This is an optimization exercise on Yosys and OpenROAD, whose aim is small area, a short achievable clock period and few clock cycles, not a production implementation.
In this exercise RTL edits were held to simulation tests only and were not proved equivalent to the original.
No activity file was given, so power comes from the tool's default toggle rates.

--- flow/design.v ---
module program_counter (
  input logic [63:0] PC_in,
  input logic clk,
  input logic reset,
  input logic stall,
  output logic [63:0] PC_out
);
  always_ff @(posedge clk)
    if (reset)
      PC_out <= 64'd0;
    else if (!stall)
      PC_out <= PC_in;
endmodule
module adder (
  input logic [63:0] p,
  input logic [63:0] q,
  output logic [63:0] out
);
  assign out = p + q;
endmodule
module twox1Mux (
  input logic [63:0] A, B,
  input logic SEL,
  output logic [63:0] Y
);
  always_comb begin
    if (SEL == 0)
      Y = A;
    else
      Y = B;
  end
endmodule
module IFID (
  input logic clk,
  input logic reset,
  input logic [31:0] instruction,
  input logic [63:0] A,  
  input logic flush,
  input logic IFIDWrite,
  output logic [31:0] inst,  
  output logic [63:0] a_out
);
  always_ff @(posedge clk) begin
    if (reset || flush) begin
      inst <= 32'b0;
      a_out <= 64'b0;
    end else if (!IFIDWrite) begin
      inst <= instruction;
      a_out <= A;
    end
  end
endmodule
module Parser(
  input [31:0] instruction,
  output [6:0] opcode,
  output [4:0] rd,
  output [2:0] funct3,
  output [4:0] rs1,
  output [4:0] rs2,
  output [6:0] funct7
  );
  assign opcode = instruction[6:0];
  assign rd = instruction[11:7];
  assign funct3 = instruction[14:12];
  assign rs1 = instruction[19:15];
  assign rs2 = instruction[24:20];
  assign funct7 = instruction[31:25];
endmodule
module registerFile (
  input logic clk,
  input logic reset,
  input logic [4:0] rs1,
  input logic [4:0] rs2,
  input logic [4:0] rd,
  input logic [63:0] writedata,
  input logic reg_write,
  output logic [63:0] readdata1,
  output logic [63:0] readdata2
);
  logic [63:0] registers [31:1];
  always @(*) begin
    if (reset) begin
      readdata1 = 64'd0;
      readdata2 = 64'd0;
    end else begin
      if (rs1 == 5'd0)
        readdata1 = 64'd0;
      else if (reg_write && rd == rs1)
        readdata1 = writedata;
      else
        readdata1 = registers[rs1];
      if (rs2 == 5'd0)
        readdata2 = 64'd0;
      else if (reg_write && rd == rs2)
        readdata2 = writedata;
      else
        readdata2 = registers[rs2];
    end
  end
  always_ff @(posedge clk) begin
    if (reg_write && rd != 5'd0)
      registers[rd] <= writedata;
  end
endmodule
module data_extractor (
  input logic [31:0] instruction,
  output logic [63:0] imm_data
);
  logic [11:0] imm12;
  always @(*) begin
    case (instruction[6:5])
      2'b00:
        imm12 = instruction[31:20];
      2'b01:
        imm12 = {instruction[31:25], instruction[11:7]};
      2'b11:
        imm12 = {instruction[31], instruction[7], instruction[30:25], instruction[11:8]};
      default:
        imm12 = 12'd0;
    endcase
    imm_data = {{52{imm12[11]}}, imm12};
  end
endmodule
module CU(
  input logic [6:0] opcode,
  input logic stall,
  output logic branch,
  output logic memread,
  output logic memtoreg,
  output logic memwrite,
  output logic aluSrc,
  output logic regwrite,
  output logic [1:0] Aluop
);
  always_comb begin
    case (opcode)
      7'b0000011:  
        begin
          aluSrc = 1'b1;
          memtoreg = 1'b1;
          regwrite = 1'b1;
          memread = 1'b1;
          memwrite = 1'b0;
          branch = 1'b0;
          Aluop = 2'b00;
        end
      7'b0100011:  
        begin
          aluSrc = 1'b1;
          memtoreg = 1'b0;
          regwrite = 1'b0;
          memread = 1'b0;
          memwrite = 1'b1;
          branch = 1'b0;
          Aluop = 2'b00;
        end
      7'b0110011:  
        begin
          aluSrc = 1'b0;
          memtoreg = 1'b0;
          regwrite = 1'b1;
          memread = 1'b0;
          memwrite = 1'b0;
          branch = 1'b0;
          Aluop = 2'b10;
        end
      7'b1100011:   
        begin
          aluSrc = 1'b0;
          memtoreg = 1'b0;
          regwrite = 1'b0;
          memread = 1'b0;
          memwrite = 1'b0;
          branch = 1'b1;
          Aluop = 2'b01;
        end
      7'b0010011:
        begin
          aluSrc = 1'b1;
          memtoreg = 1'b0;
          regwrite = 1'b1;
          memread = 1'b0;
          memwrite = 1'b0;
          branch = 1'b0;
          Aluop = 2'b00;
        end
      default:
        begin
          aluSrc = 1'b0;
          memtoreg = 1'b0;
          regwrite = 1'b0;
          memread = 1'b0;
          memwrite = 1'b0;
          branch = 1'b0;
          Aluop = 2'b00;
        end
    endcase
    if (stall == 1'b1) begin
      aluSrc = 1'b0;
      memtoreg = 1'b0;
      regwrite = 1'b0;
      memread = 1'b0;
      memwrite = 1'b0;
      branch = 1'b0;
      Aluop = 2'b00;
    end
  end
endmodule
module IDEX(
  input logic clk,
  input logic reset,
  input [3:0] funct4_in,  
  input [63:0] A_in,     
  input [63:0] readdata1_in,  
  input [63:0] readdata2_in,  
  input [63:0] imm_data_in,    
  input [4:0] rs1_in,   
  input [4:0] rs2_in,   
  input [4:0] rd_in,    
  input branch_in,
  input memread_in,
  input memtoreg_in,
  input memwrite_in,
  input aluSrc_in,
  input regwrite_in,  
  input [1:0] Aluop_in,
  input flush,
  output logic [63:0] a,
  output logic [4:0] rs1,
  output logic [4:0] rs2,
  output logic [4:0] rd,
  output logic [63:0] imm_data,
  output logic [63:0] readdata1,  
  output logic [63:0] readdata2,  
  output logic [3:0] funct4_out,
  output logic Branch,
  output logic Memread,
  output logic Memtoreg,
  output logic Memwrite,
  output logic Regwrite,
  output logic Alusrc,
  output logic [1:0] aluop
);
  always_ff @(posedge clk) begin
    if (reset || flush) begin
      a <= 64'b0;
      rs1 <= 5'b0;
      rs2 <= 5'b0;
      rd <= 5'b0;
      imm_data <= 64'b0;
      readdata1 <= 64'b0;
      readdata2 <= 64'b0;
      funct4_out <= 4'b0;
      Branch <= 1'b0;
      Memread <= 1'b0;
      Memtoreg <= 1'b0;
      Memwrite <= 1'b0;
      Regwrite <= 1'b0;
      Alusrc <= 1'b0;
      aluop <= 2'b0;
    end else begin
      a <= A_in;
      rs1 <= rs1_in;
      rs2 <= rs2_in;
      rd <= rd_in;
      imm_data <= imm_data_in;
      readdata1 <= readdata1_in;
      readdata2 <= readdata2_in;
      funct4_out <= funct4_in;
      Branch <= branch_in;
      Memread <= memread_in;
      Memtoreg <= memtoreg_in;
      Memwrite <= memwrite_in;
      Regwrite <= regwrite_in;
      Alusrc <= aluSrc_in;
      aluop <= Aluop_in;
    end
  end
endmodule
module Alu64 (
  input logic [63:0] a, b,
  input logic [3:0] ALuop,
  output logic [63:0] Result,
  output logic zero
);
  always_comb begin
    case (ALuop)
      4'b0000: Result = a & b;
      4'b0001: Result = a | b;
      4'b0010: Result = a + b;
      4'b0110: Result = a - b;
      4'b1100: Result = ~(a | b);  
      default: Result = 64'b0;  
    endcase
    zero = (Result == 64'b0) ? 1 : 0;
  end
endmodule
module alu_control (
  input logic [1:0] Aluop,
  input logic [3:0] funct,
  output logic [3:0] operation
);
  always_comb begin
    case (Aluop)
      2'b01: operation = 4'b0110;
      2'b00: operation = 4'b0010;
      2'b10: begin
        case (funct)
          4'b0000: operation = 4'b0010;
          4'b0111: operation = 4'b0000;
          4'b1000: operation = 4'b0110;
          4'b0110: operation = 4'b0001;
          default: operation = 4'b0000;  
        endcase
      end
      default: operation = 4'b0000;  
    endcase
  end
endmodule
module ThreebyOneMux (
  input logic [63:0] a,
  input logic [63:0] b,
  input logic [63:0] c,
  input logic [1:0] sel,
  output logic [63:0] out
);
  always_comb begin
    case (sel)
      2'b00: out = a;
      2'b01: out = b;
      2'b10: out = c;
      default: out = 64'b0;  
    endcase
  end
endmodule
module EXMEM (
  input logic clk, reset,
  input logic [63:0] Adder_out,      
  input logic [63:0] Result_in_alu,  
  input logic Zero_in,               
  input logic [63:0] writedata_in,    
  input logic [4:0] Rd_in,            
  input logic branch_in, memread_in, memtoreg_in, memwrite_in, regwrite_in,  
  input logic flush, 
  input logic addermuxselect_in,
  output logic [63:0] Adderout,
  output logic zero,
  output logic [63:0] result_out_alu,
  output logic [63:0] writedata_out,
  output logic [4:0] rd,
  output logic Branch, Memread, Memtoreg, Memwrite, Regwrite,
  output logic addermuxselect
);
  always_ff @(posedge clk) begin
    if (reset || flush) begin
      Adderout <= 64'b0;
      zero <= 1'b0;
      result_out_alu <= 63'b0;
      writedata_out <= 64'b0;
      rd <= 5'b0;
      Branch <= 1'b0;
      Memread <= 1'b0;
      Memtoreg <= 1'b0;
      Memwrite <= 1'b0;
      Regwrite <= 1'b0;
      addermuxselect <= 1'b0;
    end else begin
      Adderout <= Adder_out;
      zero <= Zero_in;
      result_out_alu <= Result_in_alu;
      writedata_out <= writedata_in;
      rd <= Rd_in;
      Branch <= branch_in;
      Memread <= memread_in;
      Memtoreg <= memtoreg_in;
      Memwrite <= memwrite_in;
      Regwrite <= regwrite_in;
      addermuxselect <= addermuxselect_in;
    end
  end
endmodule
module MEMWB (
  input logic clk, reset,
  input logic [63:0] read_data_in,
  input logic [63:0] result_alu_in,  
  input logic [4:0] Rd_in,  
  input logic memtoreg_in, regwrite_in,  
  output logic [63:0] readdata,  
  output logic [63:0] result_alu_out,  
  output logic [4:0] rd,
  output logic Memtoreg, Regwrite
);
  always_ff @(posedge clk)
    if (reset)
      begin
        readdata <= 64'b0;
        result_alu_out <= 64'b0;
        rd <= 5'b0;
        Memtoreg <= 1'b0;
        Regwrite <= 1'b0;
      end
    else
      begin
        readdata <= read_data_in;
        result_alu_out <= result_alu_in;
        rd <= Rd_in;
        Memtoreg <= memtoreg_in;
        Regwrite <= regwrite_in;
      end
endmodule
module branching_unit (
   input logic [2:0] funct3,
   input logic [63:0] readData1,
   input logic [63:0] b,
   output logic addermuxselect
);
  always_comb begin
    case (funct3)
      3'b000:
        addermuxselect = (readData1 == b) ? 1'b1 : 1'b0;
		3'b001:
        addermuxselect = (readData1 != b) ? 1'b1 : 1'b0;
      3'b100:
        addermuxselect = (readData1 < b) ? 1'b1 : 1'b0;
      3'b101:
        addermuxselect = (readData1 > b) ? 1'b1 : 1'b0;
      default:
        addermuxselect = 1'b0;
    endcase
  end
endmodule
module ForwardingUnit (
  input logic [4:0] RS_1,  
  input logic [4:0] RS_2,  
  input logic [4:0] rdMem,  
  input logic [4:0] rdWb,  
  input logic regWrite_Wb,  
  input logic regWrite_Mem,  
  output logic [1:0] Forward_A,
  output logic [1:0] Forward_B
);
  always_comb begin
    if ((rdMem == RS_1) && (regWrite_Mem != 0 && rdMem != 0))
      Forward_A = 2'b10;
    else begin
      if ((rdWb == RS_1) && (regWrite_Wb != 0 && rdWb != 0) && !((rdMem == RS_1) && (regWrite_Mem != 0 && rdMem != 0)))
        Forward_A = 2'b01;
      else
        Forward_A = 2'b00;
    end
    if ((rdMem == RS_2) && (regWrite_Mem != 0 && rdMem != 0))
      Forward_B = 2'b10;
    else begin
      if ((rdWb == RS_2) && (regWrite_Wb != 0 && rdWb != 0) && !((regWrite_Mem != 0 && rdMem != 0) && (rdMem == RS_2)))
        Forward_B = 2'b01;
      else
        Forward_B = 2'b00;
    end
  end
endmodule
module hazard_detection_unit (
  input logic Memread,
  input logic [31:0] inst,
  input logic [4:0] Rd,
  input logic Regwrite,       
  input logic [4:0] rdMem,    
  input logic memreadMem,     
  output logic stall
);
  logic is_branch;
  logic ex_hit, mem_hit;
  assign is_branch = (inst[6:0] == 7'b1100011);
  assign ex_hit  = (Rd != 5'd0) && ((Rd == inst[19:15]) || (Rd == inst[24:20]));
  assign mem_hit = (rdMem != 5'd0) && ((rdMem == inst[19:15]) || (rdMem == inst[24:20]));
  always_comb begin
    if (Memread && ((Rd == inst[19:15]) || (Rd == inst[24:20])))
      stall = 1'b1;
    else if (is_branch && Regwrite && ex_hit)
      stall = 1'b1;
    else if (is_branch && memreadMem && mem_hit)
      stall = 1'b1;
    else
      stall = 1'b0;
  end
endmodule
module pipeline_flush (
  input logic branch,
  output logic flush
);
  always_comb begin
    if (branch == 1'b1)
      flush = 1'b1;
    else
      flush = 1'b0;
  end
endmodule
module CPU(
	input logic clk,
	input logic reset,
	output logic [63:0] imem_addr,
	input logic [31:0] imem_rdata,
	output logic [63:0] dmem_addr,
	output logic [63:0] dmem_wdata,
	output logic dmem_we,
	output logic dmem_re,
	input logic [63:0] dmem_rdata
);
  logic [63:0] pc_in;
  logic [63:0] pc_out;
  logic [63:0] adderout1;
  logic [63:0] adderout2;
  logic [31:0] instruction;
  logic [31:0] inst_ifid_out;
  logic [6:0] opcode;
  logic [4:0] rd, rs1, rs2;
  logic [2:0] funct3;
  logic [6:0] funct7;
  logic [63:0] random;
  logic [63:0] imm_data;
  logic regwrite_memwb_out;
  logic [63:0] readdata1, readdata2;
  logic [63:0] write_data;
  logic branch;
  logic memread;
  logic memtoreg;
  logic memwrite;
  logic ALUsrc;
  logic regwrite;
  logic [1:0] ALUop;
  logic [63:0] a1;
  logic [4:0] RS1;
  logic [4:0] RS2;
  logic [4:0] RD;
  logic [63:0] d, M1, M2;
  logic Branch;
  logic Memread;
  logic Memtoreg;
  logic Memwrite;
  logic Regwrite;
  logic Alusrc;
  logic [1:0] aluop;
  logic [3:0] funct4_out;
  logic [63:0] threeby1_out1;
  logic [63:0] threeby1_out2;
  logic [63:0]  alu_64_b;
  logic [63:0] AluResult;
  logic zero;
  logic [3:0] operation;
  logic [63:0] readdata;
  logic [63:0] write_Data;
  logic [63:0] exmem_out_adder;
  logic exmem_out_zero;
  logic [63:0] exmem_out_result;
  logic [4:0] exmemrd;
  logic BRANCH,MEMREAD,MEMTOREG,MEMEWRITE,REGWRITE;  
  logic[63:0] muxin1,muxin2;
  logic [4:0] memwbrd;
  logic memwb_memtoreg;
  logic memwb_regwrite; 
  logic addermuxselect;
  logic branch_final;
  logic [1:0] forwardA;
  logic [1:0] forwardB;
  logic stall;
  logic flush;
  logic [63:0] br_a, br_b;
  pipeline_flush p_flush
  (
    .branch(addermuxselect & branch),
    .flush(flush)
  );
   hazard_detection_unit hu
  (
    .Memread(Memread),
    .inst(inst_ifid_out),
    .Rd(RD),
    .Regwrite(Regwrite),
    .rdMem(exmemrd),
    .memreadMem(MEMREAD),
    .stall(stall)
  );
 program_counter pc 
  (
    .PC_in(pc_in),
    .stall(stall),
    .clk(clk),
    .reset(reset),
    .PC_out(pc_out)
  );
  assign imem_addr = pc_out;
  assign instruction = imem_rdata;
  adder adder1
  (
    .p(pc_out),
    .q(64'd4),
    .out(adderout1)
  );
  twox1Mux mux2
  (
    .A(adderout1),.B(adderout2),.SEL(branch & addermuxselect),.Y(pc_in)  
  );
  IFID i1 
  (
    .clk(clk),
    .reset(reset),
    .IFIDWrite(stall),
    .instruction(instruction),
    .A(pc_out),
    .inst(inst_ifid_out),
    .a_out(random),
    .flush(flush)
  );
   Parser ip
  (
    .instruction(inst_ifid_out),
    .opcode(opcode),
    .rd(rd),
    .funct3(funct3),
    .rs1(rs1),
    .rs2(rs2),
    .funct7(funct7)
  );
  data_extractor immextr
  (
    .instruction(inst_ifid_out),
    .imm_data(imm_data)
  );
  registerFile regfile 
  (
    .clk(clk),
    .reset(reset),
    .rs1(rs1),
    .rs2(rs2),
    .rd(memwbrd),
    .writedata(write_data),
    .reg_write(memwb_regwrite),
    .readdata1(readdata1),
    .readdata2(readdata2)
  );
  CU cu
  (
    .opcode(opcode),
    .branch(branch),
    .memread(memread),
    .memtoreg(memtoreg),
    .memwrite(memwrite),
    .aluSrc(ALUsrc),
    .regwrite(regwrite),
    .Aluop(ALUop),
    .stall(stall)
  );
  IDEX i2
  (
    .clk(clk),
    .flush(1'b0),
    .reset(reset),
    .funct4_in({inst_ifid_out[30],inst_ifid_out[14:12]}),
    .A_in(random),
    .readdata1_in(readdata1),
    .readdata2_in(readdata2),
    .imm_data_in(imm_data),
    .rs1_in(rs1),.rs2_in(rs2),.rd_in(rd),
    .branch_in(branch),.memread_in(memread),.memtoreg_in(memtoreg),
    .memwrite_in(memwrite),.aluSrc_in(ALUsrc),.regwrite_in(regwrite),.Aluop_in(ALUop),
    .a(a1),.rs1(RS1),.rs2(RS2),.rd(RD),.imm_data(d),.readdata1(M1),.readdata2(M2),
    .funct4_out(funct4_out),.Branch(Branch),.Memread(Memread),.Memtoreg(Memtoreg),
    .Memwrite(Memwrite),.Regwrite(Regwrite),.Alusrc(Alusrc),.aluop(aluop)
  );
  adder adder2
  (
    .p(random),
    .q(imm_data << 1),
    .out(adderout2)
  );
  ThreebyOneMux m1
  (
    .a(M1),.b(write_data),.c(exmem_out_result),.sel(forwardA),.out(threeby1_out1)
  );
  ThreebyOneMux m2
  (
    .a(M2),.b(write_data),.c(exmem_out_result),.sel(forwardB),.out(threeby1_out2)
  );
  twox1Mux mux1
  (
    .A(threeby1_out2),.B(d),.SEL(Alusrc),.Y(alu_64_b)
  );
  Alu64 alu
  (
    .a(threeby1_out1),
    .b(alu_64_b),
    .ALuop(operation),
    .Result(AluResult),
    .zero(zero)
  );
   alu_control ac
  (
    .Aluop(aluop),
    .funct(funct4_out),
    .operation(operation)
  );
   EXMEM i3
  (
    .clk(clk),.reset(reset),.Adder_out(adderout2),.Result_in_alu(AluResult),.Zero_in(zero),.flush(1'b0),
    .writedata_in(threeby1_out2),.Rd_in(RD), .addermuxselect_in(addermuxselect),
    .branch_in(Branch),.memread_in(Memread),.memtoreg_in(Memtoreg),.memwrite_in(Memwrite),.regwrite_in(Regwrite),
    .Adderout( exmem_out_adder),.zero(exmem_out_zero),.result_out_alu(exmem_out_result),.writedata_out(write_Data),
    .rd(exmemrd),.Branch(BRANCH),.Memread(MEMREAD),.Memtoreg(MEMTOREG),.Memwrite(MEMEWRITE),.Regwrite(REGWRITE), .addermuxselect(branch_final)
  );
 assign dmem_addr = exmem_out_result;
 assign dmem_wdata = write_Data;
 assign dmem_we = MEMEWRITE;
 assign dmem_re = MEMREAD;
 assign readdata = dmem_rdata;
   MEMWB i4
  (
    .clk(clk),.reset(reset),.read_data_in(readdata),
    .result_alu_in(exmem_out_result),.Rd_in(exmemrd),.memtoreg_in(MEMTOREG),.regwrite_in(REGWRITE),
    .readdata(muxin1),.result_alu_out(muxin2),.rd(memwbrd),.Memtoreg(memwb_memtoreg),.Regwrite(memwb_regwrite)
  );
   twox1Mux mux3
  (
    .A(muxin2),.B(muxin1),.SEL(memwb_memtoreg),.Y(write_data)
  );
   branching_unit branc
  (
    .funct3(inst_ifid_out[14:12]),.readData1(br_a),.b(br_b),.addermuxselect(addermuxselect)
  );
  ForwardingUnit f1
  (
    .RS_1(RS1),.RS_2(RS2),.rdMem(exmemrd),
    .rdWb(memwbrd),.regWrite_Wb(memwb_regwrite),
    .regWrite_Mem(REGWRITE),
    .Forward_A(forwardA),.Forward_B(forwardB)
  );
  assign br_a = (REGWRITE && exmemrd != 5'd0 && exmemrd == rs1) ? exmem_out_result : readdata1;
  assign br_b = (REGWRITE && exmemrd != 5'd0 && exmemrd == rs2) ? exmem_out_result : readdata2;
 endmodule 
--- flow/run.sh ---
#!/bin/bash
# synth_recipe.tcl (not shown) runs the flow's synth.tcl, then flattens the netlist and writes it again
# the make line also repeats each setting of config.mk as NAME=value (left out here)
make -C /OpenROAD-flow-scripts/flow DESIGN_CONFIG=/design/flow/config.mk WORK_HOME=/design/flow/orfs CLKGATE_MAP_FILE= SYNTH_SCRIPT=/design/flow/synth_recipe.tcl finish
--- flow/config.mk ---
export PLATFORM = sky130hd
export DESIGN_NAME = CPU
export DESIGN_NICKNAME = CPU
export VERILOG_FILES = /design/flow/design.v
export SDC_FILE = /design/flow/constraint.sdc
export NUM_CORES = 4
export LEC_CHECK = 0
export CAP_MARGIN = 20
export CORE_MARGIN = 2
export CORE_UTILIZATION = 40
export SETUP_SLACK_MARGIN = 0.3
export SLEW_MARGIN = 20
--- flow/constraint.sdc ---
create_clock -name core_clock -period 7.0 [get_ports {clk}]
set_input_delay 1.4000 -clock core_clock [delete_from_list [all_inputs] [get_ports {clk}]]
set_output_delay 1.4000 -clock core_clock [all_outputs]
set_load 0.01 [all_outputs]
==> metrics.md <==
| Metric | Value |
|---|---|
| Sequential power share | 46.5% |
| Hold crit path type | reg -> reg |
| Internal power | 27.70 mW |
| Req. time, crit path | 7730 ps |
| Setup slack, reg-to-reg | 400 ps |
| Top sig layer | met5 |
| Post-synth top cells | edfxtp_1 (1984), mux4_2 (1131), a21oi_1 (620) |
| Die area | 327800 um^2 |
| Fraction of registers with async set/reset | 0% |
| Worst path cell trace | buf_12, buf_12, mux4_2, mux4_2, mux2i_1, a211oi_1, mux2_2, ha_1, nand3_1, nor3_1, a221oi_1, o211ai_1, a211o_1, o21ai_0, buf_4, o22a_2, buf_12, or4_1, o21ai_0, a2111oi_0 |
| Hold violation total from the final report | 0 |
| Period utilization | 94.25% |
| Cell Rows | 208 |
| Top-count cell post-synth | edfxtp_1 |
| EDFF count, synth | 1984 |
| Final Util | 46.71% |
| Die span in x | 572.6 um |
| Syn Std Cell Area | 129300 um^2 |
| Synth cell types | 99 |
| Final wirelength | 462200 um |
| Clk sink count | 2590 |
| CTS root buf | clkbuf_16 |
| Yosys top cell area share | 46.07% |
| Clock slew at reported path FFs | 60 ps |
| Crit path largest cell delay | 570 ps |
| CP Capture Type | register |
| Actual slew at the worst max-slew pin | 1247 ps |
| Initial detailed-routing violation count | 11.46k |
| Share of cells above drive strength 1 | 24.56% |
| Arr. time, crit path | 7330 ps |
| Register area | 71750 um^2 |
| Total number of vias | 88.53k |
| Hold path start | i1.a_out[57] |
| Initial antenna violation count | 26 |
| Hold_buf cts | 0 |
| Cell taking the most area after synthesis | edfxtp_1 |
| Final slew viol count | 0 |
| Post-Syn Instances | 8931 |
| TritonRoute pass-1 iters | 9 |
| Pwr dens | 248.5 nW/um^2 |
| Vias per cell | 6.384 |
| Min cycle time layout | 6598 ps |
| Final #Nets | 9624 |
| Clock skew | 49.91 ps |
| Clock Path Buffers | 4 |
| DP HPWL | 285100 um |
| Starting Density | 40.23% |
| Wire per inst | 33.34 um |
| GR Util All Layers | 27.47% |
| Area Overhead vs Synth | 16.10% |
| Top_reg_cell synth | edfxtp_1 |
| DR DRC count | 0 |
| Vias in the first global route | 85.71k |
| Slew headroom | 16.02% |
| Post-synthesis compound-gate area fraction | 7.894% |
| Adder-cell area share of the yosys netlist | 1.999% |
| F_max | 0.1516 GHz |
| Fillers | 27.62k |
| Power Total | 37.30 mW |
| Ports | 292 |
| XOR/XNOR share of the synthesized area | 1.553% |
| CP max FO | 31 |
| Sequential share of the synthesized area | 55.46% |
| Post-Syn Nets | 9228 |
| Sw power | 9.597 mW |
| Status | timing/DRC/antenna clean |
| Register bit total from synthesis | 2590 |
| Crit-path slowest cell | mux2i_1 |
| RSZ-0062 raised after global routing | yes |
| GP Congestion | 0.9897 |
| Worst VDD drop | 171.4 uV |
| Cell repeated most along the worst path | buf_12 |
| Worst skew pair latency | 900 ps |
| Remaining antenna violation count after routing | 0 |
| Clock share of power | 41.0% |
| Leak | 49.82 nW |
| Main combinational cell family by area after synthesis | multiplexers |
| CTS tree | yes |
| Met3 wire len | 48970 um |
| Gr ovfl total | 0 |
| Simple-gate share of the synthesized area | 6.750% |
| WL met1 | 182500 um |
| Maxcap violations | 0 |
| Core Area | 321400 um^2 |
| Final setup violation count | 0 |
| Area of the multi-input gates | 55440 um^2 |
| Port Buf Inserts | 291 |
| Ys Warns | 16 |
| Main area contributors after synthesis | edfxtp_1 (46%), mux4_2 (20%), dfxtp_1 (9.4%), mux2i_1 (3.2%), a21oi_1 (2.4%) |
| Mux contribution to synthesized area | 24.11% |
| Gate power share | 12.5% |
| Largest net degree at the start of global routing | 173 |
| Global-route wire length before repair | 645700 um |
| WL met2 | 208900 um |
| CTS Buf Count | 291 |
| Kind of critical path | reg -> reg |
| Mean area per synthesized cell | 14.48 um^2 |
| CTS H-Tree Depth | 5 |
| Switching share of power | 25.73% |
| Critical Path Start Type | register |
| Die H | 572.6 um |
## power by group through the flow
stage	combinational [mW]	sequential [mW]	clock, mW
4_1_cts	4.51	17.3	15.5
5_1_grt	4.89	17.3	16.1
6_report	4.64	17.3	15.3
3_3_place_gp	4.45	17.7	0
2_1_floorplan	2.67	17.4	0
3_5_place_dp	4.48	17.7	0
## worst max-delay path, delay by kind of cell, from the launching register on
family	cells	cell delay [ps]
DFF	1	500
and+or+nand+nor	3	1020
muxes	4	1930
buffers and inverters	4	1040
adders and majority gates	1	310
AOI/OAI and AO/OA	8	1590
## placed cells by master, fill, tap and decap left out, types with 105 or more instances in the layout
| master | instances |
|---|---|
| mux2_2 | 134 |
| edfxtp_1 | 1984 |
| dfxtp_1 | 594 |
| clkbuf_16 | 305 |
| nor3_1 | 105 |
| nor2_1 | 579 |
| mux4_2 | 1131 |
| mux2i_1 | 407 |
| a211oi_1 | 194 |
| nand3_1 | 118 |
| xnor2_1 | 123 |
| buf_4 | 375 |
| ha_1 | 191 |
| a21oi_1 | 617 |
| a21o_1 | 117 |
| clkdlybuf4s50_1 | 290 |
| o21ai_0 | 249 |
| nor2b_1 | 177 |
| nand2_1 | 553 |
## metrics by stage
step,setup WS [ps],TNS [ps],area (um^2),hold slack [ps],cells
CTS,281.3,0,149500,456.6,13840
global route,285.1,0,150100,475.3,13860
floorplan,307.7,0,129300,413.8,8931
detailed placement,80.60,0,140100,448.7,13320
finish,402.4,0,150100,454.1,13870
global placement,-443.4,-2432,140100,435.7,13320
## kinds of logic after synthesis
| logic type | count (synthesis) |
|---|---|
| buffers and inverters | 742 |
| adder cells (fa/ha/maj) | 207 |
| XOR/XNOR | 225 |
| flip-flops | 2590 |
| AO/OA/AOI/OAI | 1609 |
| multiplexers | 1684 |
| AND/OR/NAND/NOR | 1874 |
## sequential cells by signal (all words and copies together) (netlist names), 32 cells and up, named ones only
signal,count
regfile.registers,1984
i1.a_out,64
i2.readdata1,64
i2.readdata2,64
i3.result_out_alu,64
i3.writedata_out,64
i4.readdata,64
i4.result_alu_out,64
pc.PC_out,64
i1.inst,32
## worst paths after layout
kind                    to  depth (start not counted)
min           i1.a_out[57]                          2
max reg2reg  pc.PC_out[61]                         20
max          pc.PC_out[61]                         20
min reg2reg   i1.a_out[57]                          2
## metal layers
layer,up-vias,global-route usage [%]
met5,-,0
met3,899,5.810
met1,45930,37.99
li1,36440,-
met2,5253,42.28
met4,10,11.04
## repair_timing
item                                    in CTS  in global routing
gates resized for setup                      4                 78
pin swaps                                    0                 18
endpoints found under the setup margin      71                114
buffers inserted                             3                 13
cloned                                       0                  4
## final cells by class
type / instances / area share, %
Inverter: 69 / 0.1725
Timing Repair Buffer: 774 / 5.262
Multi-Input combinational cell: 5601 / 36.93
Antenna cell: 14 / 0.02334
Sequential cell: 2590 / 47.80
Clock inverter: 158 / 0.9960
Clock buffer: 355 / 5.227
Tap cell: 4305 / 3.588
Testbench counts, summed over its fixed seeds: cycles 39,766.

-- what the ideal ports hide --
The results above use ideal ports. As a check the final layout listed here was re-extracted and re-timed, cells and wires unchanged. Step 1, drivers: a clkbuf_16 drives clk and a buf_2 each remaining input, both assumed. Step 2 adds t to the input delays and takes it off the output delays; t is the mean of the earliest and latest rising clock arrival at the registers after step 1. Input paths then give back, and output paths get back, about the clock's delay inside the block. Three values: ideal ports, drivers, drivers and shift; two values: the first two.
t (ns): 0.976
setup WS [ns]: 0.402 / 0.402 / 0.327
slew at the worst register clock pin (ns): 0.07 / 0.07
After both steps setup and hold are still met in this run. For this run, drivers alone change the setup slack by 0.000 ns; drivers and shift together by -0.075 ns.
